Context: an optimization exercise on an open-source flow, tuned for small area. The choices shown serve that exercise and are no tape-out recipe.
Function was checked by simulation only, so behaviour that the tests miss may differ from the original.
Power figures rest on the tool's default switching activity, not on a simulated workload.

==> flow/design.v (outline; a module is shown in full before it is edited, if it fits) <==
// module Authentication: 16 lines
// module Countto10: 26 lines
// module Countto100: 26 lines
// module Countto3: 26 lines
// module Countto5: 26 lines
// module DigitTimer: 45 lines
// module DigitTimer120: 45 lines
// module FiveSecTimer: 13 lines
// module LFSR_number_generator: 33 lines
// module My7seg: 27 lines
// module OnemsTimer_lfsr: 39 lines
// module PSWD: 181 lines
// module PSWD_Authentication: 18 lines
// module PlayerID: 131 lines
// module PlayerID_Authentication: 12 lines
// module ROM_PSWD: 13 lines
// module ROM_PlayerID: 13 lines
// module TenSecTimer: 13 lines
// module ThreeSecTimer: 13 lines
// module Timer: 8 lines
// module Timer100: 8 lines
// module Timer120: 8 lines
// module Timer_med: 8 lines
// module button_shaper: 44 lines
// module difficulty_selector: 52 lines
// module gamecontrol: 132 lines
// module gamecontrol2: 226 lines
// module gamecontrol3: 273 lines
// module gamecontrol_easy: 15 lines
// module gamecontrol_hard: 19 lines
// module gamecontrol_medium: 18 lines
// module morse_number: 7 lines
// module morse_number_decoder: 26 lines
// module morse_number_decoder_hard: 26 lines
// module morse_number_hard: 7 lines
// module number_morse_decoder: 78 lines
// module signal_MUX: 25 lines
// module signal_MUX_4bit: 27 lines
// module ADD_Final_Project: 78 lines
module ADD_Final_Project(clk, rst, UserDigit, UserLoad, LoggedInLED, difficulty, game_start, correct_final, 
logout, display0, display1, display2, display3, display4, ones_output, correctID);
  // ...
==> flow/PSWD_ROM_mem.hex <==
C60E28
B70582
8957D1
59BF73
9A0C2E
A04A54
FFFFFF
FFFFFF
000000
000000
000000
000000
000000
000000
000000
000000
000000
000000
000000
000000
000000
000000
000000
000000
000000
000000
000000
000000
000000
000000
000000
000000
==> flow/PlayerID_ROM_mem.hex <==
3848
0851
6197
6542
4565
5973
FFFF
FFFF
FFFF
FFFF
FFFF
FFFF
FFFF
FFFF
FFFF
FFFF
0000
0000
0000
0000
0000
0000
0000
0000
0000
0000
0000
0000
0000
0000
0000
0000
==> flow/run.sh <==
#!/bin/bash
# synth_recipe.tcl (not shown) runs the flow's synth.tcl, then flattens the netlist and writes it again
# the make line also repeats each setting of config.mk as NAME=value (left out here)
make -C /OpenROAD-flow-scripts/flow DESIGN_CONFIG=/design/flow/config.mk WORK_HOME=/design/flow/orfs CLKGATE_MAP_FILE= SYNTH_SCRIPT=/design/flow/synth_recipe.tcl finish
==> flow/config.mk <==
export PLATFORM = sky130hd
export DESIGN_NAME = ADD_Final_Project
export DESIGN_NICKNAME = ADD_Final_Project
export VERILOG_FILES = /design/flow/design.v
export SDC_FILE = /design/flow/constraint.sdc
export NUM_CORES = 4
export LEC_CHECK = 0
export CAP_MARGIN = 20
export CORE_MARGIN = 2
export CORE_UTILIZATION = 40
export SLEW_MARGIN = 20
==> flow/constraint.sdc <==
create_clock -name core_clock -period 10.0 [get_ports {clk}]
set_input_delay 2.0000 -clock core_clock [delete_from_list [all_inputs] [get_ports {clk}]]
set_output_delay 2.0000 -clock core_clock [all_outputs]
set_load 0.01 [all_outputs]
==> flow_summary_export.csv, run 1 <==
group,metric,value,unit
run_status,status,"finished clean",
clock_tree,ctsResizeCount,0,
timing,setup_viol_count_final,0,
layout,seq_area,0.01155,mm^2
logic_synthesis,synth-xor-area-share,0.07436,
power_and_ir_drop,switchingPower,1.181,mW
power_and_ir_drop,power_density,187.2,mW/mm^2
layout,post-route-util,0.4493,
power_and_ir_drop,top_power_group,"registers",
die,ioPinCount,56,
power_and_ir_drop,p_seq,2.39,mW
global_route,met1_usage,0.2140,
layout,fin_nets,2665,
hold_path,hold_path_depth,0,
power_and_ir_drop,pg_comb,0.373,mW
timing,finalCriticalPeriod,7252,ps
detailed_routing,ant_nets,0,
clock_tree,cts_made_buffers,59,
die,die_h,247.3,um
global_route,grt_antenna_before_repair,0,
die,fp.dieW,247.3,um
layout,largest_register_ffs,24,
timing,finalHoldViolations,0,
power_and_ir_drop,p_seq_frac,0.484,
detailed_routing,wl_met2,23000,um
placement,port_buffers,40,
layout,multiInputGateArea,0.01123,mm^2
worst_setup_path,crit_path_start,"difficulty[1]",
global_route,top_usage_layer,"met2",
power_and_ir_drop,powerClk,2.18,mW
placement,place_inst,3283,
logic_synthesis,synthArstFlopShare,0,
clock_tree,htree_num_levels,2,
layout,antenna_cells,0,
layout,buffer_area_frac,0.01705,
logic_synthesis,ys_top_cells_by_count,"dfxtp_1 (577), nor2_1 (343), nand2_1 (202)",
detailed_routing,initialDrtViolationCount,973,
run,maxCapViolCount,0,
==> module button_shaper, before the edit <==
module button_shaper(Button_in, Button_out, clk, rst);
   input Button_in; 
   output Button_out;
   input clk, rst; 
   reg Button_out;
   parameter INIT = 0, PULSE = 1, WAIT = 2;
   reg [1:0] State, StateNext; 
   always @ (State, Button_in) begin
      case(State)
         INIT: 
            begin
               Button_out = 1'b0;
               if (Button_in == 1'b0)
                  StateNext = PULSE;
               else
                  StateNext = INIT; 
            end
         PULSE: 
            begin
               Button_out = 1'b1; 
               StateNext = WAIT; 
            end
         WAIT: 
            begin
               Button_out = 1'b0; 
               if (Button_in == 1'b1)
                  StateNext = INIT; 
               else 
                  StateNext = WAIT; 
            end
         default: 
            begin 
               Button_out = 1'b0;
               StateNext = INIT; 
            end
      endcase
   end
   always @ (posedge clk) begin
      if (rst == 1'b0)
         State <= INIT; 
      else
         State <= StateNext; 
   end
endmodule
==> module ADD_Final_Project, before the edit <==
module ADD_Final_Project(clk, rst, UserDigit, UserLoad, LoggedInLED, difficulty, game_start, correct_final, 
logout, display0, display1, display2, display3, display4, ones_output, correctID);
   input clk, rst;
   input [3:0] UserDigit; 
   input UserLoad; 
   output LoggedInLED; 
   input [1:0] difficulty; 
   input game_start;
   output correct_final; 
   input logout; 
   output [6:0] display0; 
   output [6:0] display1; 
   output [6:0] display2;  
   output [6:0] display3; 
   output [6:0] display4; 
   output [6:0] ones_output;  
   output correctID; 
   wire LoggedIn;  
   wire [2:0] PlayerID_from_pswd;  
   wire logout_from_gamectrl;  
   wire isGuest_from_PSWD;  
   wire LoggedIn_easy;  
   wire LoggedIn_medium;  
   wire LoggedIn_hard;  
   wire logout_easy;  
   wire reconfig;  
   wire enable;  
   wire timeout;  
   wire [3:0] number;  
   wire [3:0] score_ones;  
   wire [3:0] score_tens;  
   wire [3:0] ones;  
	wire [3:0] ones_med;  
	wire [3:0] ones_hard; 
	wire [3:0] ones_final; 
	wire reconfig_med;  
	wire enable_med;  
	wire timeout_med;  
	wire logout_med;  
	wire [3:0] number_med;  
   wire [3:0] score_ones_med;  
   wire [3:0] score_tens_med;  
	wire [3:0] number_final; 
	wire correct;
	wire correct_med; 
	wire correct_hard; 
	wire reconfig_hard; 
	wire enable_hard; 
	wire timeout_hard;
	wire logout_hard; 
	wire [3:0] number_hard; 
   wire [3:0] score_ones_hard; 
   wire [3:0] score_tens_hard;
	wire timeout_final;
   button_shaper shaper1(UserLoad, Load_signal, clk, rst);
   button_shaper shaper2(game_start, start_signal, clk, rst);  
   button_shaper shaper3(logout, logout_signal, clk, rst); 	
   Authentication Authentication1(clk, rst, UserDigit, Load_signal, LoggedIn, PlayerID_from_pswd, 
	logout_from_difficulty_selector, isGuest_from_PSWD, LoggedInLED, correctID);
   difficulty_selector selector1(LoggedIn, difficulty, LoggedIn_easy, LoggedIn_medium, LoggedIn_hard, rst, 
	logout_easy, logout_med, logout_hard, logout_from_difficulty_selector, PlayerID_from_pswd);
   gamecontrol_easy gamecontrol1(clk, rst, LoggedIn_easy, start_signal, Load_signal, UserDigit, reconfig,
	enable, timeout, number, score_ones, score_tens, correct, logout_signal, logout_easy);
	gamecontrol_medium gamecontrol_med(clk, rst, LoggedIn_medium, start_signal, Load_signal, UserDigit,
	reconfig_med, enable_med, timeout_med, number_med, score_ones_med, score_tens_med, correct_med, logout_signal, logout_med);
	gamecontrol_hard gamecontrol_hard1(clk, rst, LoggedIn_hard, start_signal, Load_signal, UserDigit, reconfig_hard, 
	enable_hard, timeout_hard, number_hard, score_ones_hard, score_tens_hard, correct_hard, logout_signal, logout_hard);
   Timer100 Timer1(clk, rst, enable, reconfig, timeout, ones);
	Timer120 Timer2(clk, rst, enable_med, reconfig_med, timeout_med, ones_med); 
	Timer120 Timer3(clk, rst, enable_hard, reconfig_hard, timeout_hard, ones_hard);
	signal_MUX correct_select(difficulty, correct, correct_med, correct_hard, correct_final); 
	signal_MUX_4bit ones_select(difficulty, ones, ones_med, ones_hard, ones_final); 
	signal_MUX_4bit number_select(difficulty, number, number_med, number_hard, number_final); 
	signal_MUX timeout_select(difficulty, timeout, timeout_med, timeout_hard, timeout_final); 
   My7seg my7seg1(ones_final, ones_output); 
   number_morse_decoder decoder1(number_final, logout_easy, timeout, timeout_med, timeout_hard,
	rst, display0, display1, display2, display3, display4); 
endmodule
==> inputs of run 2 (changes only) <==
==> flow/design.v (replaced) <==
module button_shaper(Button_in, Button_out, clk, rst);
   input Button_in, clk, rst;
   output Button_out;
   reg [1:0] s;
   assign Button_out = s[0];
   always @(posedge clk) begin
      if (rst == 1'b0)
         s <= 2'b00;
      else begin
         s[0] <= ~s[0] & ~s[1] & ~Button_in;
         s[1] <= s[0] | (s[1] & ~Button_in);
      end
   end
endmodule
module ms100(clk, rst, en, tick);
   input clk, rst, en;
   output tick;
   reg [8:0] n;
   assign tick = (n == 9'd302);
   always @(posedge clk) begin
      if (rst == 1'b0 || en == 1'b0)
         n <= 9'd0;
      else if (n == 9'd302)
         n <= 9'd3;
      else
         n <= n + 9'd1;
   end
endmodule
module cnt_p(clk, rst, inc, pulse);
   parameter W = 4;
   parameter LAST = 10;
   input clk, rst, inc;
   output pulse;
   reg [W-1:0] c;
   assign pulse = (c == LAST + 1);
   always @(posedge clk) begin
      if (rst == 1'b0)
         c <= 0;
      else if (c == LAST)
         c <= LAST + 1;
      else if (inc)
         c <= pulse ? 1 : c + 1;
      else if (pulse)
         c <= 0;
   end
endmodule
module sec_timer(clk, rst, en, timeout);
   parameter W = 4;
   parameter LAST = 10;
   input clk, rst, en;
   output timeout;
   wire t100, t1s;
   ms100 m(clk, rst, en, t100);
   cnt_p #(4, 10) c1(clk, rst, t100, t1s);
   cnt_p #(W, LAST) c2(clk, rst, t1s, timeout);
endmodule
module cdown(clk, rst, reconfig, dec, d, timeout);
   parameter INIT = 10;
   input clk, rst, reconfig, dec;
   output [3:0] d;
   output timeout;
   reg [3:0] d;
   assign timeout = (d == 4'd0);
   always @(posedge clk) begin
      if (rst == 1'b0)
         d <= 4'd15;
      else if (reconfig)
         d <= INIT;
      else if (dec) begin
         if (d == 4'd15 || d == 4'd0 || d == 4'd1)
            d <= 4'd0;
         else
            d <= d - 4'd1;
      end
   end
endmodule
module ctl_easy(clk, rst, morse, LoggedIn, gs, load, uin, reconfig, enable, timeout, number, correct, logout, lo);
   input clk, rst, LoggedIn, gs, load, timeout, logout;
   input [3:0] morse, uin;
   output reconfig, enable, correct, lo;
   output [3:0] number;
   reg enable, correct, lo, match;
   reg [3:0] number;
   reg [2:0] st;
   localparam INITIAL = 0, RECONFIG = 1, WAIT1A = 2, WAIT1 = 3, START = 4, WAIT2 = 5, COMPARE = 6, GAME_OVER = 7;
   assign reconfig = (st == WAIT1A);
   always @(posedge clk) begin
      if (rst == 1'b0) begin
         st <= INITIAL; enable <= 1'b0; number <= 4'd0; correct <= 1'b0; lo <= 1'b0;
      end
      else begin
         case (st)
            INITIAL: begin
               enable <= 1'b0; number <= 4'd0; correct <= 1'b0; lo <= 1'b0;
               if (LoggedIn) st <= RECONFIG;
            end
            RECONFIG: st <= WAIT1A;
            WAIT1A, WAIT1: st <= gs ? START : WAIT1;
            START: begin
               enable <= 1'b1; number <= morse; st <= WAIT2;
            end
            WAIT2: begin
               if (load) begin
                  match <= (uin == number); st <= COMPARE;
               end
               else if (timeout) st <= GAME_OVER;
            end
            COMPARE: begin
               correct <= match; st <= START;
            end
            default: begin  
               enable <= 1'b0; number <= 4'd0;
               if (logout) lo <= 1'b1;
               if (gs) st <= RECONFIG;
               else if (logout) st <= INITIAL;
            end
         endcase
      end
   end
endmodule
module ctl_med(clk, rst, morse, LoggedIn, gs, load, uin, reconfig, enable, timeout, number, correct, logout, lo, e1, e2, f1, f2);
   input clk, rst, LoggedIn, gs, load, timeout, logout, f1, f2;
   input [3:0] morse, uin;
   output reconfig, enable, correct, lo, e1, e2;
   output [3:0] number;
   reg enable, correct, lo, e1, e2, flag;
   reg [3:0] t1, t2;
   reg [3:0] number;
   reg [3:0] st;
   localparam INITIAL = 0, RECONFIG = 1, WAIT1A = 2, WAIT1 = 3, START1 = 4, BUFFER1 = 5, START2 = 6, BUFFER2 = 7,
              WAIT2A = 8, WAIT2 = 9, COMPARE1 = 10, WAIT3 = 11, COMPARE2 = 12, DECISION = 13, GAMEOVER = 14;
   assign reconfig = (st == WAIT1A);
   always @(*) begin
      case (st)
         START1: number = enable ? 4'hF : 4'h0;
         BUFFER1, START2: number = t1;
         BUFFER2, WAIT2A: number = t2;
         WAIT2, COMPARE1, WAIT3, COMPARE2, DECISION, GAMEOVER: number = 4'hF;
         default: number = 4'h0;
      endcase
   end
   always @(posedge clk) begin
      if (rst == 1'b0) begin
         st <= INITIAL; enable <= 1'b0; correct <= 1'b0; lo <= 1'b0; e1 <= 1'b0; e2 <= 1'b0;
      end
      else begin
         case (st)
            INITIAL: begin
               enable <= 1'b0; correct <= 1'b0; lo <= 1'b0; e1 <= 1'b0; e2 <= 1'b0;
               if (LoggedIn) st <= RECONFIG;
            end
            RECONFIG: st <= WAIT1A;
            WAIT1A, WAIT1: st <= gs ? START1 : WAIT1;
            START1: begin
               enable <= 1'b1; e1 <= 1'b1; t1 <= morse;
               st <= timeout ? GAMEOVER : BUFFER1;
            end
            BUFFER1: if (f1) begin e1 <= 1'b0; st <= START2; end
            START2: begin
               e2 <= 1'b1; t2 <= morse;
               st <= timeout ? GAMEOVER : BUFFER2;
            end
            BUFFER2: if (f2) begin e2 <= 1'b0; st <= WAIT2A; end
            WAIT2A, WAIT2: begin
               if (load) begin flag <= (uin == t1); st <= COMPARE1; end
               else if (timeout) st <= GAMEOVER;
               else st <= WAIT2;
            end
            COMPARE1: st <= WAIT3;
            WAIT3: begin
               if (load) begin flag <= flag & (uin == t2); st <= COMPARE2; end
               else if (timeout) st <= GAMEOVER;
            end
            COMPARE2: st <= DECISION;
            DECISION: begin correct <= flag; st <= START1; end
            default: begin  
               enable <= 1'b0;
               if (logout) begin lo <= 1'b1; st <= INITIAL; end
               else if (gs) st <= RECONFIG;
            end
         endcase
      end
   end
endmodule
module ctl_hard(clk, rst, morse, LoggedIn, gs, load, uin, reconfig, enable, timeout, number, correct, logout, lo, e1, e2, e3, f1, f2, f3);
   input clk, rst, LoggedIn, gs, load, timeout, logout, f1, f2, f3;
   input [3:0] morse, uin;
   output reconfig, enable, correct, lo, e1, e2, e3;
   output [3:0] number;
   reg enable, correct, lo, e1, e2, e3, flag;
   reg [3:0] t1, t2, t3;
   reg [3:0] number;
   reg [4:0] st;
   localparam INITIAL = 0, RECONFIG = 1, WAIT1A = 2, WAIT1 = 3, START1 = 4, BUFFER1 = 5, START2 = 6, BUFFER2 = 7,
              START3 = 8, BUFFER3 = 9, WAIT2A = 10, WAIT2 = 11, COMPARE1 = 12, WAIT3 = 13, COMPARE2 = 14,
              WAIT4 = 15, COMPARE3 = 16, DECISION = 17, GAMEOVER = 18;
   assign reconfig = (st == WAIT1A);
   always @(*) begin
      case (st)
         START1: number = enable ? 4'hF : 4'h0;
         BUFFER1, START2: number = t1;
         BUFFER2, START3: number = t2;
         BUFFER3, WAIT2A: number = t3;
         WAIT2, COMPARE1, WAIT3, COMPARE2, WAIT4, COMPARE3, DECISION, GAMEOVER: number = 4'hF;
         default: number = 4'h0;
      endcase
   end
   always @(posedge clk) begin
      if (rst == 1'b0) begin
         st <= INITIAL; enable <= 1'b0; correct <= 1'b0; lo <= 1'b0; e1 <= 1'b0; e2 <= 1'b0; e3 <= 1'b0;
      end
      else begin
         case (st)
            INITIAL: begin
               enable <= 1'b0; correct <= 1'b0; lo <= 1'b0; e1 <= 1'b0; e2 <= 1'b0;
               if (LoggedIn) st <= RECONFIG;
            end
            RECONFIG: st <= WAIT1A;
            WAIT1A, WAIT1: st <= gs ? START1 : WAIT1;
            START1: begin
               enable <= 1'b1; e1 <= 1'b1; t1 <= morse;
               st <= timeout ? GAMEOVER : BUFFER1;
            end
            BUFFER1: if (f1) begin e1 <= 1'b0; st <= START2; end
            START2: begin
               e2 <= 1'b1; t2 <= morse;
               st <= timeout ? GAMEOVER : BUFFER2;
            end
            BUFFER2: if (f2) begin e2 <= 1'b0; st <= START3; end
            START3: begin
               e3 <= 1'b1; t3 <= morse;
               st <= timeout ? GAMEOVER : BUFFER3;
            end
            BUFFER3: if (f3) begin e3 <= 1'b0; st <= WAIT2A; end
            WAIT2A, WAIT2: begin
               if (load) begin flag <= (uin == t1); st <= COMPARE1; end
               else if (timeout) st <= GAMEOVER;
               else st <= WAIT2;
            end
            COMPARE1: st <= WAIT3;
            WAIT3: begin
               if (load) begin flag <= flag & (uin == t2); st <= COMPARE2; end
               else if (timeout) st <= GAMEOVER;
            end
            COMPARE2: st <= WAIT4;
            WAIT4: begin
               if (load) begin flag <= flag & (uin == t3); st <= COMPARE3; end
               else if (timeout) st <= GAMEOVER;
            end
            COMPARE3: st <= DECISION;
            DECISION: begin correct <= flag; st <= START1; end
            default: begin  
               enable <= 1'b0;
               if (logout) begin lo <= 1'b1; st <= INITIAL; end
               else if (gs) st <= RECONFIG;
            end
         endcase
      end
   end
endmodule
module player_id(clk, rst, d, load, logout, matchedID, k);
   input clk, rst, load, logout;
   input [3:0] d;
   output matchedID;
   output [2:0] k;
   reg [3:0] st;
   reg [2:0] addr, code;
   localparam INIT = 0, INIT_G = 1, D1 = 2, D2 = 3, D3 = 4, D4 = 5, FETCH = 6, CYC1 = 7, CYC2 = 8,
              CATCH = 9, CMP = 10, STAT = 11, GUEST = 12;
   assign matchedID = (st == GUEST) || (st == INIT_G);
   assign k = addr;
   function [3:0] idg;   
      input [2:0] i;
      input [1:0] j;
      reg [15:0] e;
      begin
         case (i)
            3'd0: e = 16'h3848;
            3'd1: e = 16'h0851;
            3'd2: e = 16'h6197;
            3'd3: e = 16'h6542;
            3'd4: e = 16'h4565;
            3'd5: e = 16'h5973;
            default: e = 16'hFFFF;
         endcase
         case (j)
            2'd0: idg = e[15:12];
            2'd1: idg = e[11:8];
            2'd2: idg = e[7:4];
            default: idg = e[3:0];
         endcase
      end
   endfunction
   always @(posedge clk) begin
      if (rst == 1'b0) begin
         st <= INIT; addr <= 3'd0;
      end
      else begin
         case (st)
            INIT, INIT_G: begin addr <= 3'd0; st <= D1; end
            D1: if (load) begin
               case (d)
                  4'h3: code <= 3'd0;
                  4'h0: code <= 3'd1;
                  4'h6: code <= 3'd2;   
                  4'h4: code <= 3'd4;
                  4'h5: code <= 3'd5;
                  4'hF: code <= 3'd6;
                  default: code <= 3'd7;
               endcase
               st <= D2;
            end
            D2: if (load) begin
               if (code == 3'd2 && d == 4'h5) code <= 3'd3;
               else if (code == 3'd7 || d != idg(code, 2'd1)) code <= 3'd7;
               st <= D3;
            end
            D3: if (load) begin
               if (code == 3'd7 || d != idg(code, 2'd2)) code <= 3'd7;
               st <= D4;
            end
            D4: if (load) begin
               if (code == 3'd7 || d != idg(code, 2'd3)) code <= 3'd7;
               st <= FETCH;
            end
            FETCH: st <= CYC1;
            CYC1: st <= CYC2;
            CYC2: st <= CATCH;
            CATCH: st <= CMP;
            CMP: st <= (code == addr) ? GUEST : STAT;
            STAT: begin
               if (addr == 3'd6) st <= INIT;
               else begin addr <= addr + 3'd1; st <= FETCH; end
            end
            GUEST: if (logout) st <= INIT_G;
            default: st <= INIT;
         endcase
      end
   end
endmodule
module pswd(clk, rst, matchedID, k, d, load, logout_gc, LoggedIn, logout);
   input clk, rst, matchedID, load, logout_gc;
   input [2:0] k;
   input [3:0] d;
   output LoggedIn, logout;
   reg [4:0] st;
   reg pf;
   localparam INIT = 0, P1 = 1, P6 = 6, FETCH = 7, CATCH3 = 13, CMP = 14, PASS0 = 15, PASS = 16, W1 = 17,
              W2_0 = 18, W2_5 = 23;
   assign LoggedIn = (st == PASS) || (st == W1);
   assign logout = (st == W2_0);
   reg [23:0] pw;
   reg [3:0] pd;
   always @(*) begin
      case (k)
         3'd0: pw = 24'hC60E28;
         3'd1: pw = 24'hB70582;
         3'd2: pw = 24'h8957D1;
         3'd3: pw = 24'h59BF73;
         3'd4: pw = 24'h9A0C2E;
         3'd5: pw = 24'hA04A54;
         default: pw = 24'hFFFFFF;
      endcase
      case (st[2:0])
         3'd1: pd = pw[23:20];
         3'd2: pd = pw[19:16];
         3'd3: pd = pw[15:12];
         3'd4: pd = pw[11:8];
         3'd5: pd = pw[7:4];
         default: pd = pw[3:0];
      endcase
   end
   always @(posedge clk) begin
      if (rst == 1'b0)
         st <= INIT;
      else begin
         if (st == INIT) begin
            if (matchedID) st <= P1;
         end
         else if (st <= P6) begin
            if (load) begin
               pf <= (st == P1 || pf) && (d == pd);
               st <= st + 5'd1;
            end
         end
         else if (st == CMP)
            st <= pf ? PASS0 : P1;
         else if (st == PASS) begin
            if (logout_gc) st <= W1;
         end
         else if (st == W2_5)
            st <= INIT;
         else
            st <= st + 5'd1;
      end
   end
endmodule
module ADD_Final_Project(clk, rst, UserDigit, UserLoad, LoggedInLED, difficulty, game_start, correct_final,
logout, display0, display1, display2, display3, display4, ones_output, correctID);
   input clk, rst;
   input [3:0] UserDigit;
   input UserLoad;
   output LoggedInLED;
   input [1:0] difficulty;
   input game_start;
   output correct_final;
   input logout;
   output [6:0] display0;
   output [6:0] display1;
   output [6:0] display2;
   output [6:0] display3;
   output [6:0] display4;
   output [6:0] ones_output;
   output correctID;
   wire Load_signal, start_signal, logout_signal;
   button_shaper shaper1(UserLoad, Load_signal, clk, rst);
   button_shaper shaper2(game_start, start_signal, clk, rst);
   button_shaper shaper3(logout, logout_signal, clk, rst);
   wire matchedID, LoggedIn, pswd_logout;
   wire [2:0] k;
   wire lo_e, lo_m, lo_h;
   player_id pid(clk, rst, UserDigit, Load_signal, pswd_logout, matchedID, k);
   pswd pw(clk, rst, matchedID, k, UserDigit, Load_signal, lo_e | lo_m | lo_h, LoggedIn, pswd_logout);
   assign correctID = matchedID;
   assign LoggedInLED = LoggedIn;
   reg [15:0] L;
   wire fb = L[15];
   always @(posedge clk) begin
      if (rst == 1'b0)
         L <= 16'hFFFF;
      else
         L <= {L[14:6], L[5] , L[4] ^ fb, L[3], L[2] ^ fb, L[1] ^ fb, L[0], fb};
   end
   wire [3:0] q = {L[7], L[9], L[12], L[15]};
   wire [3:0] morse_m = (q >= 4'd10) ? q - 4'd10 : q;
   wire [3:0] morse_h = (q == 4'd15) ? 4'd0 : q;
   wire LI_e = LoggedIn & (difficulty == 2'b01);
   wire LI_m = LoggedIn & (difficulty == 2'b10);
   wire LI_h = LoggedIn & (difficulty == 2'b11);
   wire rc_e, en_e, to_e, c_e, ts_e;
   wire [3:0] n_e, d_e;
   ctl_easy ce(clk, rst, morse_m, LI_e, start_signal, Load_signal, UserDigit, rc_e, en_e, to_e, n_e, c_e, logout_signal, lo_e);
   sec_timer #(4, 10) te(clk, rst, en_e, ts_e);
   cdown #(10) de(clk, rst, rc_e, ts_e, d_e, to_e);
   wire rc_m, en_m, to_m, c_m, ts_m, e1_m, e2_m, f1_m, f2_m;
   wire [3:0] n_m, d_m;
   ctl_med cm(clk, rst, morse_m, LI_m, start_signal, Load_signal, UserDigit, rc_m, en_m, to_m, n_m, c_m, logout_signal, lo_m,
              e1_m, e2_m, f1_m, f2_m);
   sec_timer #(4, 10) tm(clk, rst, en_m, ts_m);
   cdown #(12) dm(clk, rst, rc_m, ts_m, d_m, to_m);
   sec_timer #(3, 5) fm1(clk, rst, e1_m, f1_m);
   sec_timer #(3, 5) fm2(clk, rst, e2_m, f2_m);
   wire rc_h, en_h, to_h, c_h, ts_h, e1_h, e2_h, e3_h, f1_h, f2_h, f3_h;
   wire [3:0] n_h, d_h;
   ctl_hard ch(clk, rst, morse_h, LI_h, start_signal, Load_signal, UserDigit, rc_h, en_h, to_h, n_h, c_h, logout_signal, lo_h,
               e1_h, e2_h, e3_h, f1_h, f2_h, f3_h);
   sec_timer #(4, 10) th(clk, rst, en_h, ts_h);
   cdown #(12) dh(clk, rst, rc_h, ts_h, d_h, to_h);
   sec_timer #(3, 3) fh1(clk, rst, e1_h, f1_h);
   sec_timer #(3, 3) fh2(clk, rst, e2_h, f2_h);
   sec_timer #(3, 3) fh3(clk, rst, e3_h, f3_h);
   reg correct_final;
   reg [3:0] ones, num;
   always @(*) begin
      case (difficulty)
         2'b01: begin correct_final = c_e; ones = d_e; num = n_e; end
         2'b10: begin correct_final = c_m; ones = d_m; num = n_m; end
         2'b11: begin correct_final = c_h; ones = d_h; num = n_h; end
         default: begin correct_final = 1'b0; ones = 4'd0; num = 4'd0; end
      endcase
   end
   reg [6:0] ones_output;
   always @(*) begin
      case (ones)
         4'd0: ones_output = 7'b1000000;
         4'd1: ones_output = 7'b1111001;
         4'd2: ones_output = 7'b0100100;
         4'd3: ones_output = 7'b0110000;
         4'd4: ones_output = 7'b0011001;
         4'd5: ones_output = 7'b0010010;
         4'd6: ones_output = 7'b0000010;
         4'd7: ones_output = 7'b1111000;
         4'd8: ones_output = 7'b0000000;
         4'd9: ones_output = 7'b0011000;
         4'd10: ones_output = 7'b0001000;
         4'd11: ones_output = 7'b0000011;
         4'd12: ones_output = 7'b1000110;
         4'd13: ones_output = 7'b0100001;
         4'd14: ones_output = 7'b0000110;
         default: ones_output = 7'b1000000;  
      endcase
   end
   localparam [6:0] DA = 7'b1110111, DO = 7'b0100011, DB = 7'b1111111;
   reg [34:0] disp;
   always @(*) begin
      if (rst == 1'b0 || to_e || to_m || to_h)
         disp = {DB, DB, DB, DB, DB};
      else begin
         case (num)
            4'h0: disp = {DA, DA, DA, DA, DA};
            4'h1: disp = {DA, DA, DA, DA, DO};
            4'h2: disp = {DA, DA, DA, DO, DO};
            4'h3: disp = {DA, DA, DO, DO, DO};
            4'h4: disp = {DA, DO, DO, DO, DO};
            4'h5: disp = {DO, DO, DO, DO, DO};
            4'h6: disp = {DO, DO, DO, DO, DA};
            4'h7: disp = {DO, DO, DO, DA, DA};
            4'h8: disp = {DO, DO, DA, DA, DA};
            4'h9: disp = {DO, DA, DA, DA, DA};
            4'hA: disp = {DB, DB, DB, DA, DO};
            4'hB: disp = {DB, DO, DO, DO, DA};
            4'hC: disp = {DB, DO, DA, DO, DA};
            4'hD: disp = {DB, DB, DO, DO, DA};
            4'hE: disp = {DB, DB, DB, DB, DO};
            default: disp = {DB, DB, DB, DB, DB};
         endcase
      end
   end
   assign {display0, display1, display2, display3, display4} = disp;
endmodule
removed: flow/PSWD_ROM_mem.hex
removed: flow/PlayerID_ROM_mem.hex
==> run 2 against run 1 <==
Still clean on timing, DRC and antenna. Worst hold slack better by 42 ps. Clock-buffer cell count down 52. Clock skew up 7.5 ps. Area after synthesis down 42%. Global-route usage up 0.91 points. Synthesized cell count down 36%. Utilization up 0.13 points. Clock power down 55%. Setup slack worse by 170 ps.
==> flow_summary_export.csv, run 2 <==
group,metric,value,unit
layout,largest_register,"L",
global_route,grt_pass1_vias,10650,
clock_tree,holdBufCountCts,0,
placement,pre_cts_ws,2591,ps
timing,setup_slack,2575,ps
logic_synthesis,synth_area_per_cell,8.212,um^2
timing,finalCriticalPeriod,7425,ps
global_route,top_usage_layer,"met2",
global_route,use_met3,0.02187,
layout,drive_gt1_frac,0.04949,
timing,max_freq,134.7,MHz
worst_setup_path,crit_required,8000,ps
timing,finalHoldViolations,0,
timing,finalSetupTns,0,ps
detailed_routing,avgViaCountPerCell,5.400,
logic_synthesis,synth.most_common_cell,"nor2_1",
die,die_h,189.2,um
logic_synthesis,synth-main-ff-cell,"dfxtp_1",
worst_setup_path,reg2reg_depth,7,
layout,largest_register_ffs,16,
clock_tree,insertion_delay,550,ps
detailed_routing,initialDrtViolationCount,650,
worst_setup_path,crit_type,"in -> out",
clock_tree,cts-root-buf,"clkbuf_16",
layout,fin_nets,1752,
timing,holdWs,399.2,ps
layout,antenna_cells,0,
layout,areaGrowthSynthToFinish,10.44,%
detailed_routing,wirelength,30950,um
logic_synthesis,ys_top_cells_by_count,"nor2_1 (213), dfxtp_1 (207), nand2_1 (139)",
logic_synthesis,synth.top_cell.area_share,0.3022,
die,num_rows,67,
clock_tree,cts_tree,"done",
timing,tightestPinTransition,1046,ps
die,core,0.03362,mm^2
power_and_ir_drop,p_leak,5.523,nW
layout,layout_commonest_cell,"nor2_1",
logic_synthesis,synth_cell_types,88,
logic_synthesis,synth_top_cells_by_area,"dfxtp_1 (30%), ha_1 (7.7%), edfxtp_1 (5.9%)",
clock_tree,clkTransAtPathRegs,70,ps
logic_synthesis,synth_edf_count,27,
detailed_routing,wl_per_cell,14.56,um
global_route,track_usage,0.1710,
global_route,globalRouteOverflowTotal,0,
worst_setup_path,end_kind,"primary output",
clock_tree,clock_path_buffers,3,
timing,skew,20.47,ps
timing,drv_slew,0,
logic_synthesis,synthArstFlopShare,0,
logic_synthesis,syn_inst,1670,
run,maxCapViolCount,0,
global_route,use_met2,0.2854,
detailed_routing,num_vias,11480,
logic_synthesis,synth_seq_cells,234,
power_and_ir_drop,irDropWorstVdd,115.2,uV
global_route,grt_antenna_before_repair,0,
logic_synthesis,yosysTopAreaCell,"dfxtp_1",
detailed_routing,drt-pass1-iter-count,5,
worst_setup_path,cp_max_fo,13,
hold_path,hold_path_depth,1,
die,fp.dieW,189.2,um
die,ioPinCount,56,
layout,seq_area,0.004955,mm^2
clock_tree,clock_sinks,234,
global_route,met1_usage,0.2327,
layout,fill_cells,3308,
layout,final_cell_mix,"nor2_1 (213), dfxtp_1 (207), nand2_1 (139)",
timing,rsz0062_at_grt,"false",
layout,design_area,0.01515,mm^2
die,dieArea,0.03578,mm^2
logic_synthesis,yosys_warnings,13,
placement,port_buffers,40,
clock_tree,cts_made_buffers,27,
worst_setup_path,arrival,5430,ps
logic_synthesis,synth-seq-area-share,0.3613,
hold_path,hp-class,"reg -> reg",
power_and_ir_drop,power_density,155.9,mW/mm^2
timing,finalCritPeriodShare,0.7425,
detailed_routing,drcViolationCount,0,
global_route,grt_start_max_net_pins,90,
timing,setup_viol_count_final,0,
layout,multiInputGateArea,0.007986,mm^2
run_status,status,"finished clean",
placement,gp_congestion,0.8936,
die,initial_utilization,0.4080,
placement,dpl_cell_area,0.01426,mm^2
clock_tree,cts_setup_buffers,0,
worst_setup_path,start_kind,"input pin",
clock_tree,htree_num_levels,1,
clock_tree,ctsResizeCount,0,
detailed_routing,ant_nets,0,
logic_synthesis,netlist_area,0.01371,mm^2
placement,hpwl,21910,um
global_route,grt_pass1_wl,51990,um
timing,max_slew_margin,0.3027,
[run 2: stage by stage]
stage          std cells  power, mW    util
5_1_grt             2125      2.481  0.4506
3_5_place_dp        2076      1.388  0.4244
3_3_place_gp        2076      1.387  0.4244
6_report            2125      2.361  0.4506
2_1_floorplan       1684      1.303       -
4_1_cts             2125      2.389  0.4506
[run 2: power breakdown]
part / leakage (nW) / internal, mW / switching [mW]
Combinational: 3.18 / 0.138 / 0.203
Sequential: 1.92 / 0.973 / 0.0589
Clock: 0.428 / 0.585 / 0.403
[run 2: cell type report]
cell class / instances / share of cell area
Clock buffer: 35 / 0.04725
Tap cell: 448 / 0.03701
Timing Repair Buffer: 45 / 0.02858
Clock inverter: 14 / 0.01090
Inverter: 88 / 0.02181
Sequential cell: 234 / 0.3271
Multi-Input combinational cell: 1261 / 0.5273
[run 2: critical path: stages]
cell and delay, ps:
clkdlybuf4s50_1 630, nor2b_1 720, and2_1 300, nand2_1 80, nand4_2 250, inv_1 160, ha_1 210, o21a_1 180
o21ai_1 290, clkdlybuf4s50_1 610
[run 2: cell families after synthesis]
group	count (synthesis)	synth area share
xor+xnor	105	0.06706
compound gates	370	0.1749
simple gates	658	0.2382
fa+ha+maj	84	0.07664
other cells	1	0.0002734
mux	29	0.02144
buf+inv	189	0.06021
flops	234	0.3613
[run 2: path summary, 6_finish.rpt]
path / startpoint / endpoint / slack [ps]
hold / removal: L[14]$_SDFF_PN1_ / L[15]$_SDFF_PN1_ / 400
setup / recovery: difficulty[0] / display1[2] / 2580
setup reg to reg: ch.st[0]$_SDFFE_PN0P_ / ch.flag$_DFFE_PP_ / 7250
hold reg to reg: L[14]$_SDFF_PN1_ / L[15]$_SDFF_PN1_ / 400
[run 2: layer usage]
| metal | wire (um) | vias up |
|---|---|---|
| met1 | 14850 | 5361 |
| met3 | 1340 | 46 |
| met2 | 14060 | 222 |
| met4 | 697 | 0 |
| met5 | 0 | - |
| li1 | - | 5846 |
==> inputs of run 3 (changes only) <==
--- a/flow/design.v
+++ b/flow/design.v
@@ -15,44 +15,76 @@
 module ms100(clk, rst, en, tick);
    input clk, rst, en;
    output tick;
-   reg [8:0] n;
-   assign tick = (n == 9'd302);
+   reg [8:0] L;
+   assign tick = L[0] & L[1] & ~L[2] & L[3] & ~L[4] & L[6] & ~L[7];
    always @(posedge clk) begin
       if (rst == 1'b0 || en == 1'b0)
-         n <= 9'd0;
-      else if (n == 9'd302)
-         n <= 9'd3;
+         L <= 9'b010010010;
       else
-         n <= n + 9'd1;
+         L <= {L[7:2], L[1] & ~tick, L[0], L[8] ^ L[3]};
    end
 endmodule
-module cnt_p(clk, rst, inc, pulse);
-   parameter W = 4;
-   parameter LAST = 10;
+module cnt10(clk, rst, inc, pulse);
    input clk, rst, inc;
    output pulse;
-   reg [W-1:0] c;
-   assign pulse = (c == LAST + 1);
+   reg [3:0] c;
+   wire adv = inc | (c[3] & c[1]);      
+   wire a0 = adv & c[0];
+   wire a1 = a0 & c[1];
+   assign pulse = c[3] & c[1] & c[0];   
    always @(posedge clk) begin
       if (rst == 1'b0)
-         c <= 0;
-      else if (c == LAST)
-         c <= LAST + 1;
-      else if (inc)
-         c <= pulse ? 1 : c + 1;
-      else if (pulse)
-         c <= 0;
+         c <= 4'd0;
+      else
+         c <= {c[3] ^ (a1 & (c[2] | c[3])), c[2] ^ (a1 & ~c[3]), c[1] ^ a0, c[0] ^ adv};
+   end
+endmodule
+module cnt5(clk, rst, inc, pulse);
+   input clk, rst, inc;
+   output pulse;
+   reg [2:0] c;
+   wire z = c[2] & c[1];                
+   wire adv = inc | (c[2] & c[0]);      
+   wire a0 = adv & c[0];
+   assign pulse = z;
+   always @(posedge clk) begin
+      if (rst == 1'b0)
+         c <= 3'd0;
+      else
+         c <= {(c[2] | (a0 & c[1])) & ~z, (c[1] ^ a0) & ~z, (c[0] ^ adv) & ~z};
+   end
+endmodule
+module cnt3(clk, rst, inc, pulse);
+   input clk, rst, inc;
+   output pulse;
+   reg [2:0] c;
+   wire adv = inc | (c[1] & c[0]);      
+   assign pulse = c[2];                 
+   always @(posedge clk) begin
+      if (rst == 1'b0)
+         c <= 3'd0;
+      else
+         c <= {c[1] & c[0], (c[1] ^ (adv & c[0])) & ~c[2], (c[0] ^ adv) & ~c[2]};
    end
 endmodule
 module sec_timer(clk, rst, en, timeout);
-   parameter W = 4;
-   parameter LAST = 10;
+   parameter N = 10;
    input clk, rst, en;
    output timeout;
    wire t100, t1s;
    ms100 m(clk, rst, en, t100);
-   cnt_p #(4, 10) c1(clk, rst, t100, t1s);
-   cnt_p #(W, LAST) c2(clk, rst, t1s, timeout);
+   cnt10 c1(clk, rst, t100, t1s);
+   generate
+      if (N == 10) begin : g10
+         cnt10 c2(clk, rst, t1s, timeout);
+      end
+      else if (N == 5) begin : g5
+         cnt5 c2(clk, rst, t1s, timeout);
+      end
+      else begin : g3
+         cnt3 c2(clk, rst, t1s, timeout);
+      end
+   endgenerate
 endmodule
 module cdown(clk, rst, reconfig, dec, d, timeout);
    parameter INIT = 10;
@@ -79,41 +111,44 @@
    input [3:0] morse, uin;
    output reconfig, enable, correct, lo;
    output [3:0] number;
-   reg enable, correct, lo, match;
-   reg [3:0] number;
-   reg [2:0] st;
-   localparam INITIAL = 0, RECONFIG = 1, WAIT1A = 2, WAIT1 = 3, START = 4, WAIT2 = 5, COMPARE = 6, GAME_OVER = 7;
+   reg correct, lo;
+   reg [3:0] num;
+   reg [3:0] st;
+   localparam INITIAL = 0, RECONFIG = 1, WAIT1A = 2, WAIT1 = 3, START_F = 4, START_N = 5, WAIT2 = 6,
+              COMPARE_T = 7, COMPARE_F = 8, GAME_OVER_A = 9, GAME_OVER = 10;
    assign reconfig = (st == WAIT1A);
+   assign enable = (st == START_N) || (st == WAIT2) || (st == COMPARE_T) || (st == COMPARE_F) || (st == GAME_OVER_A);
+   assign number = enable ? num : 4'd0;
+   always @(posedge clk) begin
+      if (st == START_F || st == START_N)
+         num <= morse;
+   end
    always @(posedge clk) begin
       if (rst == 1'b0) begin
-         st <= INITIAL; enable <= 1'b0; number <= 4'd0; correct <= 1'b0; lo <= 1'b0;
+         st <= INITIAL; correct <= 1'b0; lo <= 1'b0;
       end
       else begin
          case (st)
             INITIAL: begin
-               enable <= 1'b0; number <= 4'd0; correct <= 1'b0; lo <= 1'b0;
+               correct <= 1'b0; lo <= 1'b0;
                if (LoggedIn) st <= RECONFIG;
             end
             RECONFIG: st <= WAIT1A;
-            WAIT1A, WAIT1: st <= gs ? START : WAIT1;
-            START: begin
-               enable <= 1'b1; number <= morse; st <= WAIT2;
-            end
+            WAIT1A, WAIT1: st <= gs ? START_F : WAIT1;
+            START_F, START_N: st <= WAIT2;
             WAIT2: begin
-               if (load) begin
-                  match <= (uin == number); st <= COMPARE;
-               end
-               else if (timeout) st <= GAME_OVER;
-            end
-            COMPARE: begin
-               correct <= match; st <= START;
+               if (load) st <= (uin == num) ? COMPARE_T : COMPARE_F;
+               else if (timeout) st <= GAME_OVER_A;
             end
-            default: begin  
-               enable <= 1'b0; number <= 4'd0;
+            COMPARE_T: begin correct <= 1'b1; st <= START_N; end
+            COMPARE_F: begin correct <= 1'b0; st <= START_N; end
+            GAME_OVER_A, GAME_OVER: begin
                if (logout) lo <= 1'b1;
                if (gs) st <= RECONFIG;
                else if (logout) st <= INITIAL;
+               else st <= GAME_OVER;
             end
+            default: st <= INITIAL;
          endcase
       end
    end
@@ -123,61 +158,58 @@
    input [3:0] morse, uin;
    output reconfig, enable, correct, lo, e1, e2;
    output [3:0] number;
-   reg enable, correct, lo, e1, e2, flag;
-   reg [3:0] t1, t2;
+   reg correct, e1, e2, flag;
+   reg [3:0] A, B;
    reg [3:0] number;
-   reg [3:0] st;
-   localparam INITIAL = 0, RECONFIG = 1, WAIT1A = 2, WAIT1 = 3, START1 = 4, BUFFER1 = 5, START2 = 6, BUFFER2 = 7,
-              WAIT2A = 8, WAIT2 = 9, COMPARE1 = 10, WAIT3 = 11, COMPARE2 = 12, DECISION = 13, GAMEOVER = 14;
+   reg [4:0] st;
+   localparam INITIAL = 0, INITIAL_L = 1, RECONFIG = 2, WAIT1A = 3, WAIT1 = 4, START1F = 5, START1N = 6,
+              BUFFER1 = 7, START2 = 8, BUFFER2 = 9, WAIT2A = 10, WAIT2 = 11, COMPARE1 = 12, WAIT3 = 13,
+              COMPARE2 = 14, DECISION = 15, GAMEOVER_A = 16, GAMEOVER = 17;
    assign reconfig = (st == WAIT1A);
+   assign lo = (st == INITIAL_L);
+   assign enable = (st >= START1N && st <= GAMEOVER_A);
+   wire waitld = (st == WAIT2A || st == WAIT2 || st == WAIT3) && load;
+   wire sh = (st == START1F || st == START1N || st == START2 || waitld);
    always @(*) begin
       case (st)
-         START1: number = enable ? 4'hF : 4'h0;
-         BUFFER1, START2: number = t1;
-         BUFFER2, WAIT2A: number = t2;
-         WAIT2, COMPARE1, WAIT3, COMPARE2, DECISION, GAMEOVER: number = 4'hF;
+         START1N, WAIT2, COMPARE1, WAIT3, COMPARE2, DECISION, GAMEOVER_A, GAMEOVER: number = 4'hF;
+         BUFFER1, START2, BUFFER2, WAIT2A: number = A;
          default: number = 4'h0;
       endcase
    end
    always @(posedge clk) begin
+      if (sh) begin A <= morse; B <= A; end
+      if (waitld) flag <= (st == WAIT3 ? flag : 1'b1) & (uin == B);
+   end
+   always @(posedge clk) begin
       if (rst == 1'b0) begin
-         st <= INITIAL; enable <= 1'b0; correct <= 1'b0; lo <= 1'b0; e1 <= 1'b0; e2 <= 1'b0;
+         st <= INITIAL; correct <= 1'b0; e1 <= 1'b0; e2 <= 1'b0;
       end
       else begin
          case (st)
-            INITIAL: begin
-               enable <= 1'b0; correct <= 1'b0; lo <= 1'b0; e1 <= 1'b0; e2 <= 1'b0;
-               if (LoggedIn) st <= RECONFIG;
+            INITIAL, INITIAL_L: begin
+               correct <= 1'b0; e1 <= 1'b0; e2 <= 1'b0;
+               st <= LoggedIn ? RECONFIG : INITIAL;
             end
             RECONFIG: st <= WAIT1A;
-            WAIT1A, WAIT1: st <= gs ? START1 : WAIT1;
-            START1: begin
-               enable <= 1'b1; e1 <= 1'b1; t1 <= morse;
-               st <= timeout ? GAMEOVER : BUFFER1;
+            WAIT1A, WAIT1: st <= gs ? START1F : WAIT1;
+            START1F, START1N: begin
+               e1 <= 1'b1;
+               st <= timeout ? GAMEOVER_A : BUFFER1;
             end
             BUFFER1: if (f1) begin e1 <= 1'b0; st <= START2; end
             START2: begin
-               e2 <= 1'b1; t2 <= morse;
-               st <= timeout ? GAMEOVER : BUFFER2;
+               e2 <= 1'b1;
+               st <= timeout ? GAMEOVER_A : BUFFER2;
             end
             BUFFER2: if (f2) begin e2 <= 1'b0; st <= WAIT2A; end
-            WAIT2A, WAIT2: begin
-               if (load) begin flag <= (uin == t1); st <= COMPARE1; end
-               else if (timeout) st <= GAMEOVER;
-               else st <= WAIT2;
-            end
+            WAIT2A, WAIT2: st <= load ? COMPARE1 : timeout ? GAMEOVER_A : WAIT2;
             COMPARE1: st <= WAIT3;
-            WAIT3: begin
-               if (load) begin flag <= flag & (uin == t2); st <= COMPARE2; end
-               else if (timeout) st <= GAMEOVER;
-            end
+            WAIT3: st <= load ? COMPARE2 : timeout ? GAMEOVER_A : WAIT3;
             COMPARE2: st <= DECISION;
-            DECISION: begin correct <= flag; st <= START1; end
-            default: begin  
-               enable <= 1'b0;
-               if (logout) begin lo <= 1'b1; st <= INITIAL; end
-               else if (gs) st <= RECONFIG;
-            end
+            DECISION: begin correct <= flag; st <= START1N; end
+            GAMEOVER_A, GAMEOVER: st <= logout ? INITIAL_L : gs ? RECONFIG : GAMEOVER;
+            default: st <= INITIAL;
          endcase
       end
    end
@@ -187,73 +219,66 @@
    input [3:0] morse, uin;
    output reconfig, enable, correct, lo, e1, e2, e3;
    output [3:0] number;
-   reg enable, correct, lo, e1, e2, e3, flag;
-   reg [3:0] t1, t2, t3;
+   reg correct, e1, e2, e3, flag;
+   reg [3:0] A, B, C;
    reg [3:0] number;
    reg [4:0] st;
-   localparam INITIAL = 0, RECONFIG = 1, WAIT1A = 2, WAIT1 = 3, START1 = 4, BUFFER1 = 5, START2 = 6, BUFFER2 = 7,
-              START3 = 8, BUFFER3 = 9, WAIT2A = 10, WAIT2 = 11, COMPARE1 = 12, WAIT3 = 13, COMPARE2 = 14,
-              WAIT4 = 15, COMPARE3 = 16, DECISION = 17, GAMEOVER = 18;
+   localparam INITIAL = 0, INITIAL_L = 1, RECONFIG = 2, WAIT1A = 3, WAIT1 = 4, START1F = 5, START1N = 6,
+              BUFFER1 = 7, START2 = 8, BUFFER2 = 9, START3 = 10, BUFFER3 = 11, WAIT2A = 12, WAIT2 = 13,
+              COMPARE1 = 14, WAIT3 = 15, COMPARE2 = 16, WAIT4 = 17, COMPARE3 = 18, DECISION = 19,
+              GAMEOVER_A = 20, GAMEOVER = 21;
    assign reconfig = (st == WAIT1A);
+   assign lo = (st == INITIAL_L);
+   assign enable = (st >= START1N && st <= GAMEOVER_A);
+   wire waitld = (st == WAIT2A || st == WAIT2 || st == WAIT3 || st == WAIT4) && load;
+   wire sh = (st == START1F || st == START1N || st == START2 || st == START3 || waitld);
    always @(*) begin
       case (st)
-         START1: number = enable ? 4'hF : 4'h0;
-         BUFFER1, START2: number = t1;
-         BUFFER2, START3: number = t2;
-         BUFFER3, WAIT2A: number = t3;
-         WAIT2, COMPARE1, WAIT3, COMPARE2, WAIT4, COMPARE3, DECISION, GAMEOVER: number = 4'hF;
+         START1N, WAIT2, COMPARE1, WAIT3, COMPARE2, WAIT4, COMPARE3, DECISION, GAMEOVER_A, GAMEOVER: number = 4'hF;
+         BUFFER1, START2, BUFFER2, START3, BUFFER3, WAIT2A: number = A;
          default: number = 4'h0;
       endcase
    end
    always @(posedge clk) begin
+      if (sh) begin A <= morse; B <= A; C <= B; end
+      if (waitld) flag <= ((st == WAIT3 || st == WAIT4) ? flag : 1'b1) & (uin == C);
+   end
+   always @(posedge clk) begin
       if (rst == 1'b0) begin
-         st <= INITIAL; enable <= 1'b0; correct <= 1'b0; lo <= 1'b0; e1 <= 1'b0; e2 <= 1'b0; e3 <= 1'b0;
+         st <= INITIAL; correct <= 1'b0; e1 <= 1'b0; e2 <= 1'b0; e3 <= 1'b0;
       end
       else begin
          case (st)
-            INITIAL: begin
-               enable <= 1'b0; correct <= 1'b0; lo <= 1'b0; e1 <= 1'b0; e2 <= 1'b0;
-               if (LoggedIn) st <= RECONFIG;
+            INITIAL, INITIAL_L: begin
+               correct <= 1'b0; e1 <= 1'b0; e2 <= 1'b0;
+               st <= LoggedIn ? RECONFIG : INITIAL;
             end
             RECONFIG: st <= WAIT1A;
-            WAIT1A, WAIT1: st <= gs ? START1 : WAIT1;
-            START1: begin
-               enable <= 1'b1; e1 <= 1'b1; t1 <= morse;
-               st <= timeout ? GAMEOVER : BUFFER1;
+            WAIT1A, WAIT1: st <= gs ? START1F : WAIT1;
+            START1F, START1N: begin
+               e1 <= 1'b1;
+               st <= timeout ? GAMEOVER_A : BUFFER1;
             end
             BUFFER1: if (f1) begin e1 <= 1'b0; st <= START2; end
             START2: begin
-               e2 <= 1'b1; t2 <= morse;
-               st <= timeout ? GAMEOVER : BUFFER2;
+               e2 <= 1'b1;
+               st <= timeout ? GAMEOVER_A : BUFFER2;
             end
             BUFFER2: if (f2) begin e2 <= 1'b0; st <= START3; end
             START3: begin
-               e3 <= 1'b1; t3 <= morse;
-               st <= timeout ? GAMEOVER : BUFFER3;
+               e3 <= 1'b1;
+               st <= timeout ? GAMEOVER_A : BUFFER3;
             end
             BUFFER3: if (f3) begin e3 <= 1'b0; st <= WAIT2A; end
-            WAIT2A, WAIT2: begin
-               if (load) begin flag <= (uin == t1); st <= COMPARE1; end
-               else if (timeout) st <= GAMEOVER;
-               else st <= WAIT2;
-            end
+            WAIT2A, WAIT2: st <= load ? COMPARE1 : timeout ? GAMEOVER_A : WAIT2;
             COMPARE1: st <= WAIT3;
-            WAIT3: begin
-               if (load) begin flag <= flag & (uin == t2); st <= COMPARE2; end
-               else if (timeout) st <= GAMEOVER;
-            end
+            WAIT3: st <= load ? COMPARE2 : timeout ? GAMEOVER_A : WAIT3;
             COMPARE2: st <= WAIT4;
-            WAIT4: begin
-               if (load) begin flag <= flag & (uin == t3); st <= COMPARE3; end
-               else if (timeout) st <= GAMEOVER;
-            end
+            WAIT4: st <= load ? COMPARE3 : timeout ? GAMEOVER_A : WAIT4;
             COMPARE3: st <= DECISION;
-            DECISION: begin correct <= flag; st <= START1; end
-            default: begin  
-               enable <= 1'b0;
-               if (logout) begin lo <= 1'b1; st <= INITIAL; end
-               else if (gs) st <= RECONFIG;
-            end
+            DECISION: begin correct <= flag; st <= START1N; end
+            GAMEOVER_A, GAMEOVER: st <= logout ? INITIAL_L : gs ? RECONFIG : GAMEOVER;
+            default: st <= INITIAL;
          endcase
       end
    end
@@ -440,25 +465,25 @@
    wire rc_e, en_e, to_e, c_e, ts_e;
    wire [3:0] n_e, d_e;
    ctl_easy ce(clk, rst, morse_m, LI_e, start_signal, Load_signal, UserDigit, rc_e, en_e, to_e, n_e, c_e, logout_signal, lo_e);
-   sec_timer #(4, 10) te(clk, rst, en_e, ts_e);
+   sec_timer #(10) te(clk, rst, en_e, ts_e);
    cdown #(10) de(clk, rst, rc_e, ts_e, d_e, to_e);
    wire rc_m, en_m, to_m, c_m, ts_m, e1_m, e2_m, f1_m, f2_m;
    wire [3:0] n_m, d_m;
    ctl_med cm(clk, rst, morse_m, LI_m, start_signal, Load_signal, UserDigit, rc_m, en_m, to_m, n_m, c_m, logout_signal, lo_m,
               e1_m, e2_m, f1_m, f2_m);
-   sec_timer #(4, 10) tm(clk, rst, en_m, ts_m);
+   sec_timer #(10) tm(clk, rst, en_m, ts_m);
    cdown #(12) dm(clk, rst, rc_m, ts_m, d_m, to_m);
-   sec_timer #(3, 5) fm1(clk, rst, e1_m, f1_m);
-   sec_timer #(3, 5) fm2(clk, rst, e2_m, f2_m);
+   sec_timer #(5) fm1(clk, rst, e1_m, f1_m);
+   sec_timer #(5) fm2(clk, rst, e2_m, f2_m);
    wire rc_h, en_h, to_h, c_h, ts_h, e1_h, e2_h, e3_h, f1_h, f2_h, f3_h;
    wire [3:0] n_h, d_h;
    ctl_hard ch(clk, rst, morse_h, LI_h, start_signal, Load_signal, UserDigit, rc_h, en_h, to_h, n_h, c_h, logout_signal, lo_h,
                e1_h, e2_h, e3_h, f1_h, f2_h, f3_h);
-   sec_timer #(4, 10) th(clk, rst, en_h, ts_h);
+   sec_timer #(10) th(clk, rst, en_h, ts_h);
    cdown #(12) dh(clk, rst, rc_h, ts_h, d_h, to_h);
-   sec_timer #(3, 3) fh1(clk, rst, e1_h, f1_h);
-   sec_timer #(3, 3) fh2(clk, rst, e2_h, f2_h);
-   sec_timer #(3, 3) fh3(clk, rst, e3_h, f3_h);
+   sec_timer #(3) fh1(clk, rst, e1_h, f1_h);
+   sec_timer #(3) fh2(clk, rst, e2_h, f2_h);
+   sec_timer #(3) fh3(clk, rst, e3_h, f3_h);
    reg correct_final;
    reg [3:0] ones, num;
    always @(*) begin
==> run 3 against run 2 <==
Critical path depth unchanged. Setup slack worse by 160 ps. Utilization up 0.20 points. Highest routed layer unchanged. Clock skew down 8.1 ps. Cell count down 17%. Still clean on timing, DRC and antenna. Total power up 0.92%. Maximum frequency down 2.2%. Synthesized cell count down 18%. Non-clock buffer count up 3. Register-to-register slack worse by 30 ps.
==> flow_summary_export.csv, run 3 <==
group,metric,value,unit
hold_path,hold_path_depth,1,
timing,max_freq,131.8,MHz
layout,multiInputGateArea,0.006579,mm^2
logic_synthesis,syn_inst,1376,
layout,antenna_cells,0,
timing,drv_slew,0,
clock_tree,clkTransAtPathRegs,60,ps
placement,port_buffers,40,
logic_synthesis,synth-xor-area-share,0.03605,
logic_synthesis,synthMuxAreaShare,0.01998,
placement,place_inst,1723,
placement,gp_congestion,0.8690,
die,die_h,178.3,um
logic_synthesis,synth-main-ff-cell,"dfxtp_1",
detailed_routing,initialDrtViolationCount,638,
timing,skew,12.35,ps
clock_tree,cts-root-buf,"clkbuf_16",
timing,finalCritPeriodShare,0.7589,
timing,setup_viol_count_final,0,
worst_setup_path,arrival,5590,ps
power_and_ir_drop,irDropWorstVdd,128.2,uV
logic_synthesis,synth.most_common_cell,"dfxtp_1",
run_status,status,"finished clean",
layout,final_cells,1773,
worst_setup_path,crit_required,8000,ps
logic_synthesis,synth.top_cell.area_share,0.3296,
clock_tree,htree_num_levels,1,
layout,largest_register,"L",
worst_setup_path,end_kind,"primary output",
logic_synthesis,synth_seq_cells,230,
placement,dpl_cell_area,0.01261,mm^2
logic_synthesis,netlist_area,0.01215,mm^2
global_route,grt_start_max_net_pins,67,
logic_synthesis,synth-seq-area-share,0.4037,
die,fp.dieW,178.3,um
logic_synthesis,synth_compound_area_frac,0.1763,
timing,finalSetupTns,0,ps
detailed_routing,num_vias,9516,
clock_tree,cts_setup_buffers,0,
placement,hpwl,18050,um
global_route,track_usage,0.1646,
timing,finalHoldViolations,0,
logic_synthesis,yosysTopAreaCell,"dfxtp_1",
layout,areaGrowthSynthToFinish,11.00,%
global_route,globalRouteOverflowTotal,0,
detailed_routing,avgViaCountPerCell,5.367,
clock_tree,holdBufCountCts,0,
worst_setup_path,cp_max_fo,13,
timing,finalCriticalPeriod,7589,ps
layout,fin_nets,1440,
layout,fill_cells,2847,
run,maxCapViolCount,0,
detailed_routing,drcViolationCount,0,
layout,largest_register_ffs,16,
die,num_rows,63,
timing,max_slew_margin,0.4204,
timing,rsz0062_at_grt,"false",
logic_synthesis,synth_top_family_by_area,"simple AND/OR/NAND/NOR gates",
worst_setup_path,crit_type,"in -> out",
logic_synthesis,synth_cell_types,98,
clock_tree,clock_sinks,230,
global_route,grt_pass1_wl,43790,um
global_route,grt_pass1_vias,8865,
clock_tree,cts_tree,"done",
layout,drive_gt1_frac,0.07231,
detailed_routing,wirelength,25980,um
power_and_ir_drop,power_density,176.7,mW/mm^2
layout,seq_area,0.004905,mm^2
timing,tightestPinTransition,862.7,ps
logic_synthesis,synthArstFlopShare,0,
detailed_routing,ant_nets,0,
logic_synthesis,synth_adder_area_share,0.06900,
logic_synthesis,synth_top_cells_by_area,"dfxtp_1 (33%), edfxtp_1 (7.4%), ha_1 (6.9%)",
die,initial_utilization,0.4077,
hold_path,hp-class,"reg -> reg",
clock_tree,cts_made_buffers,27,
die,dieArea,0.03178,mm^2
logic_synthesis,synth_edf_count,30,
worst_setup_path,reg2reg_depth,8,
die,ioPinCount,56,
clock_tree,insertion_delay,530,ps
clock_tree,clock_path_buffers,3,
logic_synthesis,synth_area_per_cell,8.829,um^2
layout,final_cell_mix,"dfxtp_1 (200), nor2_1 (126), a21oi_1 (86)",
die,core,0.02980,mm^2
layout,layout_commonest_cell,"dfxtp_1",
detailed_routing,drt-pass1-iter-count,7,
clock_tree,ctsResizeCount,0,
logic_synthesis,yosys_warnings,13,
worst_setup_path,start_kind,"input pin",
logic_synthesis,yosys.area_share.simple,0.2355,
logic_synthesis,ys_top_cells_by_count,"dfxtp_1 (200), nor2_1 (126), a21oi_1 (86)",
layout,design_area,0.01349,mm^2
detailed_routing,wl_per_cell,14.65,um
power_and_ir_drop,p_leak,5.360,nW
global_route,grt_antenna_before_repair,0,
worst_setup_path,reg2reg_slack,7220,ps
## run 3: changes by cell type after synthesis, sizes merged, moves of 17 or more
cell,previous run,this run
nor2,213,126
xor2,65,9
nand3,54,34
nor2b,17,56
a21oi,106,87
nand2,139,65
inv,88,46
ha,84,67
and2,12,38
nand4,31,10
and3,18,47
## run 3: logic make-up after synthesis
group                      count (synthesis)
buffers and inverters                    153
xor gates and xnor gates                  50
and+or+nand+nor                          533
AOI/OAI and AO/OA                        319
DFF                                      230
muxes                                     23
adders and majority gates                 67
other                                      1
## run 3: area by class of cell
cell class	count	share of cell area
repair buffers	48	0.03377
well taps	390	0.03618
inverters	48	0.01373
clock buffers	35	0.05688
multi-input cells	1007	0.4878
flip-flops and latches	230	0.3637
clock inverters	15	0.007886
## run 3: metrics by stage
stage	setup slack, ps	total power, mW	hold slack (ps)	util
after global routing	2244	2.503	421.9	0.4526
after detailed placement	2432	1.453	392.5	0.4233
after global placement	2556	1.453	388.1	0.4233
after CTS	2433	2.406	409.8	0.4526
final	2411	2.383	405.5	0.4526
after floorplan	4001	1.364	386.3	-
## run 3: final timing paths
check	startpoint	end
max	difficulty[1]	display4[6]
min	L[5]$_SDFF_PN1_	L[6]$_SDFF_PN1_
max reg2reg	pid.addr[2]$_SDFFE_PN0P_	pw.pf$_DFFE_PP_
min reg2reg	L[5]$_SDFF_PN1_	L[6]$_SDFF_PN1_
## run 3: power by group
group / switching [mW] / total, mW / internal [mW]
registers: 0.0696 / 1.03 / 0.962
logic: 0.227 / 0.405 / 0.178
clock network: 0.381 / 0.946 / 0.565
total: 0.678 / 2.38 / 1.70
## run 3: critical path: stages
cell	delay, ps
clkdlybuf4s50_1	450
buf_4	200
nor2b_2	330
nor3b_1	670
a222oi_1	330
nor2b_1	290
ha_1	230
mux2_4	270
a211o_1	320
clkdlybuf4s50_1	490
## run 3: per-layer routing
| layer | routed length [um] | GRT usage | vias to the layer above |
|---|---|---|---|
| met4 | 794 | 0.05352 | 0 |
| li1 | - | - | 4840 |
| met5 | 0 | 0 | - |
| met3 | 1182 | 0.02536 | 49 |
| met1 | 12750 | 0.2361 | 4417 |
| met2 | 11250 | 0.2529 | 210 |
==> inputs of run 4 (changes only) <==
--- a/flow/design.v
+++ b/flow/design.v
@@ -15,13 +15,13 @@
 module ms100(clk, rst, en, tick);
    input clk, rst, en;
    output tick;
-   reg [8:0] L;
-   assign tick = L[0] & L[1] & ~L[2] & L[3] & ~L[4] & L[6] & ~L[7];
+   reg [8:0] y;
+   assign tick = y[0] & ~y[1] & ~y[2] & ~y[3] & ~y[4] & y[6] & y[7];
    always @(posedge clk) begin
       if (rst == 1'b0 || en == 1'b0)
-         L <= 9'b010010010;
+         y <= 9'b000111000;
       else
-         L <= {L[7:2], L[1] & ~tick, L[0], L[8] ^ L[3]};
+         y <= {~y[7:3], ~y[2], ~y[1] & ~tick, ~y[0], ~(y[8] ^ y[3])};
    end
 endmodule
 module cnt10(clk, rst, inc, pulse);
--- a/flow/config.mk
+++ b/flow/config.mk
@@ -8,4 +8,7 @@
 export CAP_MARGIN = 20
 export CORE_MARGIN = 2
 export CORE_UTILIZATION = 40
+export CTS_BUF_LIST = sky130_fd_sc_hd__clkbuf_4
+export CTS_CLUSTER_DIAMETER = 50
+export CTS_CLUSTER_SIZE = 10
 export SLEW_MARGIN = 20
==> run 4 against run 3 <==
Maximum frequency is 5.1% higher. Still clean on timing, DRC and antenna. Die area fell by 2.0%. Setup slack gained 370 ps. Largest power group unchanged. Critical endpoint is now display3[6]. Highest routed layer unchanged. Critical path depth is the same.
==> flow_summary_export.csv, run 4 <==
group,metric,value,unit
logic_synthesis,netlist_area,0.01191,mm^2
placement,port_buffers,40,
logic_synthesis,synth-main-ff-cell,"dfxtp_1",
global_route,grt_antenna_before_repair,1,
timing,finalSetupTns,0,ps
timing,drv_slew,0,
detailed_routing,drcViolationCount,0,
worst_setup_path,cp_slowest_stage_delay,680,ps
detailed_routing,wl_per_cell,14.52,um
die,initial_utilization,0.4038,
worst_setup_path,worst_path_dominant_cell_family,"compound AO/OA/AOI/OAI gates",
layout,layout_commonest_cell,"dfxtp_1",
logic_synthesis,ys_top_cells_by_count,"dfxtp_1 (200), nor2_1 (139), nand2_1 (104)",
power_and_ir_drop,power,1.876,mW
die,core,0.02948,mm^2
clock_tree,cts_setup_buffers,0,
die,dieArea,0.03116,mm^2
run_status,status,"finished clean",
detailed_routing,num_vias,9508,
layout,final_cell_mix,"dfxtp_1 (200), nor2_1 (139), nand2_1 (104)",
logic_synthesis,synth-seq-area-share,0.4120,
placement,hpwl,17660,um
logic_synthesis,synth.most_common_cell,"dfxtp_1",
clock_tree,htree_num_levels,1,
timing,finalHoldViolations,0,
detailed_routing,wirelength,25660,um
timing,rsz0062_at_grt,"false",
timing,skew,38.75,ps
global_route,grt_pass1_wl,42890,um
worst_setup_path,arrival,5220,ps
logic_synthesis,synth_cell_types,78,
detailed_routing,initialDrtViolationCount,675,
worst_setup_path,cp_max_fo,15,
die,ioPinCount,56,
power_and_ir_drop,p_leak,5.034,nW
timing,max_freq,138.5,MHz
clock_tree,ctsResizeCount,0,
hold_path,hp-class,"reg -> reg",
timing,finalCriticalPeriod,7218,ps
power_and_ir_drop,power_density,146.1,mW/mm^2
logic_synthesis,syn_inst,1366,
layout,largest_register,"L",
worst_setup_path,cp_num_buf_inv,3,
layout,fin_nets,1433,
clock_tree,cts-root-buf,"clkbuf_4",
logic_synthesis,synth_area_per_cell,8.715,um^2
clock_tree,clkTransAtPathRegs,100,ps
clock_tree,cts_made_buffers,31,
global_route,globalRouteOverflowTotal,0,
run 4: cell count changes after synthesis, sizes merged, moves of 11 or more:
| cell | delta |
|---|---|
| nand2 | +39 |
| buf | -15 |
| and2 | +11 |
| nand2b | -14 |
| nor2 | +13 |
| a21boi | +13 |
| a21oi | -12 |
| xor2 | +21 |
| and3 | -30 |
| xnor2 | -24 |
| or2 | -18 |
run 4: final timing paths:
kind                            start               endpoint  slack [ps]  cells after the start
max                     difficulty[0]            display3[6]        2780                     10
min             fh1.m.y[5]$_SDFF_PP1_  fh1.m.y[6]$_SDFF_PP0_         390                      1
max reg2reg  pid.addr[2]$_SDFFE_PN0P_        pw.pf$_DFFE_PP_        6980                      8
min reg2reg     fh1.m.y[5]$_SDFF_PP1_  fh1.m.y[6]$_SDFF_PP0_         390                      1
run 4: final cells by class:
cell class                 count  area (um^2)  area share
antenna                        1        2.502   0.0001948
clock buffer                  38        285.3     0.02221
sequential                   230         4905      0.3819
timing repair buffer          46        442.9     0.03449
tap                          390        488.0     0.03799
inverter                      44        165.2     0.01286
clock inverter                12        142.6     0.01111
multi-input combinational   1006         6412      0.4993
run 4: metrics by stage:
step | util | area [um^2] | worst slack [ps] | std cells | hold slack [ps]
detailed placement | 0.4211 | 12410 | 2780 | 1716 | 371.7
global route | 0.4357 | 12840 | 2494 | 1767 | 398.9
global placement | 0.4211 | 12410 | 2846 | 1716 | 364.7
floorplan | - | 11960 | 4214 | 1380 | 358.0
CTS | 0.4356 | 12840 | 2762 | 1766 | 391.3
finish | 0.4357 | 12840 | 2782 | 1767 | 386.1
run 4: cells by family after synthesis:
logic type | count (synthesis) | synth area share
buffers and inverters | 144 | 0.05381
AND/OR/NAND/NOR | 534 | 0.2315
adder cells (fa/ha/maj) | 63 | 0.06621
flip-flops | 230 | 0.4120
AO/OA/AOI/OAI | 332 | 0.1884
other | 1 | 0.0003150
XOR/XNOR | 47 | 0.03458
multiplexers | 15 | 0.01314
run 4: power by group:
group | total [mW] | switching, mW | internal [mW] | leakage [nW]
registers | 0.994 | 0.0406 | 0.953 | 1.88
clock network | 0.589 | 0.329 | 0.261 | 0.245
logic | 0.293 | 0.164 | 0.129 | 2.91
total | 1.88 | 0.533 | 1.34 | 5.03
run 4: routing by layer:
metal  routed length (um)  GRT usage
met2                11120     0.2576
met5                    0          0
met4                  592    0.04649
met1                12720     0.2321
met3                 1223    0.02627

==> port drivers added, routing unchanged <==
Ports are ideal in the flow. The routed layouts listed here were re-timed in OpenROAD. Step 1 sets driving cells, clkbuf_16 on the clock port and buf_2 on the other inputs (assumed; they add their load-dependent delay and slew). Step 2 moves the port delays by t, midway between the first and last clock arrival at a register: inputs arrive t later, outputs are due t later. That takes back most of the time a late clock gives input paths. Slacks: no drivers / after step 1 / after step 2; pairs: no drivers / after step 1.
run | t, ns | setup WS [ns] | hold WS [ns]
run 1 | 0.666 | 2.748 / 2.713 / 2.713 | 0.357 / 0.357 / 0.357
run 2 | 0.583 | 2.575 / 2.549 / 2.549 | 0.399 / 0.399 / 0.399
run 3 | 0.573 | 2.411 / 2.384 / 2.384 | 0.406 / 0.406 / 0.406
run 4 | 0.722 | 2.782 / 2.717 / 2.717 | 0.386 / 0.386 / 0.386
After both steps every run listed still meets setup and hold. For run 4, which loses most, drivers alone change the setup slack by -0.065 ns; drivers and shift together by -0.065 ns.
